This is an optimization exercise on Yosys and OpenROAD, whose aim is small area, a short achievable clock period and few clock cycles per item, not a production implementation.
Function was not checked in any run shown here: the RTL went through the layout flow alone.

==> flow/design.v (outline; a module is shown in full before it is edited, if it fits) <==
// module mul_fa: 4 lines
// module mul_ha: 4 lines
// module mul: 2238 lines
module mul (
    input wire clk,
    input wire reset,
    input wire rd_en,
    input wire wr_en,
    input wire [31:0] wr_data_1,
    input wire [31:0] wr_data_2,
    output wire [63:0] rd_data,
    output reg wr_ready,
    output reg rd_ready,
    output reg rd_val
);
  // ...
==> flow/flow/run.sh <==
#!/bin/bash
set -euo pipefail
MARGIN=7.4
bash standard.sh SETUP_SLACK_MARGIN=$MARGIN finish > standard_flow.log 2>&1
==> flow/standard.sh <==
#!/bin/bash
# synth_recipe.tcl (not shown) runs the flow's synth.tcl, then flattens the netlist and writes it again
# the make line also repeats each setting of config.mk as NAME=value (left out here)
make -C /OpenROAD-flow-scripts/flow DESIGN_CONFIG=/design/flow/config.mk WORK_HOME=/design/flow/orfs CLKGATE_MAP_FILE= SYNTH_SCRIPT=/design/flow/synth_recipe.tcl "${@:-finish}"
==> flow/config.mk <==
export PLATFORM = sky130hd
export DESIGN_NAME = mul
export DESIGN_NICKNAME = mul
export VERILOG_FILES = /design/flow/design.v
export SDC_FILE = /design/flow/constraint.sdc
export NUM_CORES = 4
export LEC_CHECK = 0
export ABC_AREA = 1
export CAP_MARGIN = 20
export CORE_MARGIN = 2
export CORE_UTILIZATION = 40
export SLEW_MARGIN = 20
export SYNTH_HIERARCHICAL = 1
==> flow/constraint.sdc <==
create_clock -name core_clock -period 11.0 [get_ports {clk}]
set_input_delay 2.2000 -clock core_clock [delete_from_list [all_inputs] [get_ports {clk}]]
set_output_delay 2.2000 -clock core_clock [all_outputs]
set_load 0.01 [all_outputs]
==> flow_summary.ini, run 1 <==
[cells_and_area]
area_delta_synth_final_pct = 14.2
final_common_cell = xor2_1
multi_input_area_share = 0.524
largest_register_ffs = 243
buffers = 264

[setup_path]
r2r-start = e2[9]$_DFFE_PN_
path_cells = inv_1 -> buf_4 -> o22ai_1 -> xor2_1 -> fa_1 -> fa_1 -> fa_1 -> fa_1
crit_start = e2[9]$_DFFE_PN_
required_ns = 11.34

[sta]
setup_slack_ns = 7.40
fmax_mhz = 277
tns_ns = 0
min_period_ns = 3.60
relSlewSlack = 0.229

[yosys]
synthAdderAreaFrac = 0.290
ys_types = 36
synthMuxAreaShare = 0.00393
synth_area_mm2 = 0.0382
yosysMostFrequentCell = xor2_1

[route]
drc = 0
routed-via-count = 27486
drtIter0Drc = 3158
antenna_left = 0

[floorplanning]
taps = 1265
chipWidth_um = 313

[global_route]
grt_overflow_total = 0
grt_pass1_vias = 28075
grt_max_degree = 66

[clocking]
clock-sinks = 457
cts-resized-gates = 130

[run_status]
outcome = no timing/DRC/antenna violations

[min_path]
hold_class = reg -> reg
==> run 2: changes to the inputs <==
--- a/flow/config.mk
+++ b/flow/config.mk
@@ -8,6 +8,6 @@
 export ABC_AREA = 1
 export CAP_MARGIN = 20
 export CORE_MARGIN = 2
-export CORE_UTILIZATION = 40
+export CORE_UTILIZATION = 65
 export SLEW_MARGIN = 20
 export SYNTH_HIERARCHICAL = 1
==> run 2 against run 1 <==
  * Still clean on timing, DRC and antenna
  * Via count is 3.9% higher
  * Critical path depth is 1 lower
  * Cell count down 11%
  * Register-to-register slack lost 0.04 ns
  * Critical endpoint is now cs2[130]$_DFFE_PN_
  * Worst hold slack better by 0.011 ns
  * Die area down 38%
==> flow_summary.ini, run 2 <==
[cells_and_area]
multi_input_area_mm2 = 0.0230
nNetsFinal = 4120
area_delta_synth_final_pct = 13.0
n_fill_cell = 3856
largest_register_ffs = 243
regMostFlops = cs2
register_area_mm2 = 0.0137
top_regs = cs2 (243), p3 (64)
final_cell_mix = xor2_1, o22ai_1, fa_1
drive_gt1_frac = 0.0844
final_common_cell = xor2_1

[clocking]
numCtsBuffers = 48
clock-sinks = 457
clk_latency_ns = 0.63
cts_root_buffer = clkbuf_16
htree_levels = 2
cts_tree = done
path_clk_slew_ns = 0.06
cts_buffer_depth = 3
cts_hold_buf = 0

[route]
vias_per_cell = 6.69
routed_wl_mm = 116
wl_per_cell_um = 27.2
routed-via-count = 28546
drtIter0Drc = 4241
antenna_left = 0
firstDrtPassIters = 8
drc = 0

[sta]
min_period_ns = 3.64
worstMarginPinSlew_ns = 1.27
hold_viol_final = 0
period_share = 0.331
setup_viol = 0
fin_hold_ws_ns = 0.476
rsz0062_at_grt = true
fin_worst_skew_ns = 0.0370
relSlewSlack = 0.151
tns_ns = 0
slew_violations = 0
fmax_mhz = 275

[yosys]
synth_commonest_cells = xor2_1, o22ai_1, fa_1
yosys_most_used_dff = edfxtp_1
synthCells = 3411
synth-edff-count = 451
ys_types = 36
synth-seq-cells = 457
yosys.area.top_type = edfxtp_1
synth_area_mm2 = 0.0382
yosysMostFrequentCell = xor2_1
yosysWarnings = 7
avgSynthCellArea_um2 = 11.2
synth_top_area_share = 0.355
netlist_top_cells_area = edfxtp_1, fa_1, xor2_1
yosysSeqAreaShare = 0.358
async_reset_ff_frac = 0

[global_route]
grt_pass1_wl_mm = 176
track_usage = 0.389
grt_pass1_vias = 29457
grt_max_degree = 67
antenna_found_initial = 3
grt_overflow_total = 0

[setup_path]
required_ns = 11.32
path_cells = buf_12 -> inv_1 -> xor2_1 -> fa_1 -> fa_1 -> fa_2 -> fa_1
rrSetupSlack_ns = 7.36
path_class = reg -> reg
crit_fanout = 33
crit_slowest_cell = fa_2
endpoint_kind = flip-flop
path_buf_inv = 2
critPathMaxStageDelay_ns = 0.55
cp_common_cell = fa_1
crit_family = adder cells
cp-start-kind = flip-flop
cp_data_arrival_time_ns = 3.96

[job]
drv_cap = 0

[run_status]
outcome = no timing/DRC/antenna violations

[floorplanning]
pin_count = 135
core-area_mm2 = 0.0579
placementRows = 88
die_area_mm2 = 0.0607
start_util = 0.659
chipWidth_um = 246
die_h_um = 246

[min_path]
hold_class = reg -> reg

[placement]
hpwl_mm = 71.4
place_congestion = 0.930
portBuffers = 134
==> run 2: cell counts after synthesis <==
No cell type changed its count.
==> run 2: cells by family (layout without fill, tap and decap cells) <==
group | count (synthesis) | after routing | synth area share
adders and majority gates | 594 | 594 | 0.290
other | 1 | 19 | 0.0000983
DFF | 457 | 457 | 0.358
AOI/OAI and AO/OA | 607 | 607 | 0.0980
and+or+nand+nor | 632 | 638 | 0.0664
muxes | 15 | 15 | 0.00393
buffers and inverters | 543 | 608 | 0.0543
xor gates and xnor gates | 562 | 562 | 0.129
==> run 2: Yosys stat by module (local to each module, per instance) <==
| module | times used | cells inside | flops+latches |
|---|---|---|---|
| mul | 1 | 2885 | 457 |
| mul_fa | 480 | 1 | 0 |
| mul_ha | 46 | 1 | 0 |
==> run 2: worst min-delay path, cell delays in order, from the launching register on <==
cell and delay, ns:
dfxtp_1 0.30, nand2_1 0.06, a21oi_1 0.06
==> run 2: per-stage QoR <==
step           std cells  utilization  instance area, um2  worst slack (ns)
2_1_floorplan       3426            -               38300              6.71
3_3_place_gp        4133        0.693               40100              5.25
3_5_place_dp        4133        0.693               40100              5.12
4_1_cts             4251        0.733               42500              7.40
5_1_grt             4262        0.745               43100              7.33
6_report            4265        0.745               43100              7.36
==> run 2: path summary, 6_finish.rpt <==
| kind | start | to | depth (start not counted) |
|---|---|---|---|
| worst max-delay path | en[1]$_DFFE_PN_ | cs2[130]$_DFFE_PN_ | 7 |
| worst min-delay path | rd_val$_SDFFE_PP0P_ | rd_val$_SDFFE_PP0P_ | 2 |
| worst max register to register | en[1]$_DFFE_PN_ | cs2[130]$_DFFE_PN_ | 7 |
| worst min register to register | rd_val$_SDFFE_PP0P_ | rd_val$_SDFFE_PP0P_ | 2 |
==> run 2: layout make-up <==
type,count,share of cell area
multi-input cells,2432,0.532
flip-flops and latches,457,0.317
repair buffers,254,0.0639
clock buffers,55,0.0285
inverters,265,0.0237
well taps,765,0.0222
clock inverters,34,0.0123
diodes,3,0.000174
==> run 2: per-layer routing <==
metal,GRT usage,part of all wire,vias up
li1,-,-,11674
met1,0.512,0.36,14054
met2,0.582,0.44,2295
met3,0.148,0.14,519
met4,0.167,0.050,4
met5,0,0.00023,-
==> run 2: what timing repair did <==
item | 4_1_cts | 5_1_grt
hold endpoints to repair | 0 | 0
buffers inserted | 20 | 8
resized for setup | 138 | 128
pin swaps | 4 | 11
endpoints found under the setup margin | 480 | 57
gates cloned | 9 | 3

[afterwards: timing with drivers on the ports]
In the flow no input, the clock included, has a driving cell. The finished layouts below were timed again as built, in two steps.
Step 1, drivers: a clkbuf_16 drives clk and a buf_2 each remaining input, both assumed.
Step 2 also shifts input and output timing later by t, the mid clock arrival at the registers, as if the neighbouring blocks saw the same clock.
Slacks: ideal ports / drivers / drivers and shift; pairs: ideal ports / drivers.
| run | t (ns) | setup WS [ns] | slew at the worst register clock pin (ns) |
|---|---|---|---|
| run 1 | 0.708 | 7.396 / 7.396 / 6.859 | 0.07 / 0.07 |
| run 2 | 0.673 | 7.358 / 7.358 / 6.834 | 0.07 / 0.07 |
After both steps every run listed still meets setup and hold. For run 1, which loses most, drivers alone change the setup slack by 0.000 ns; drivers and shift together by -0.537 ns.
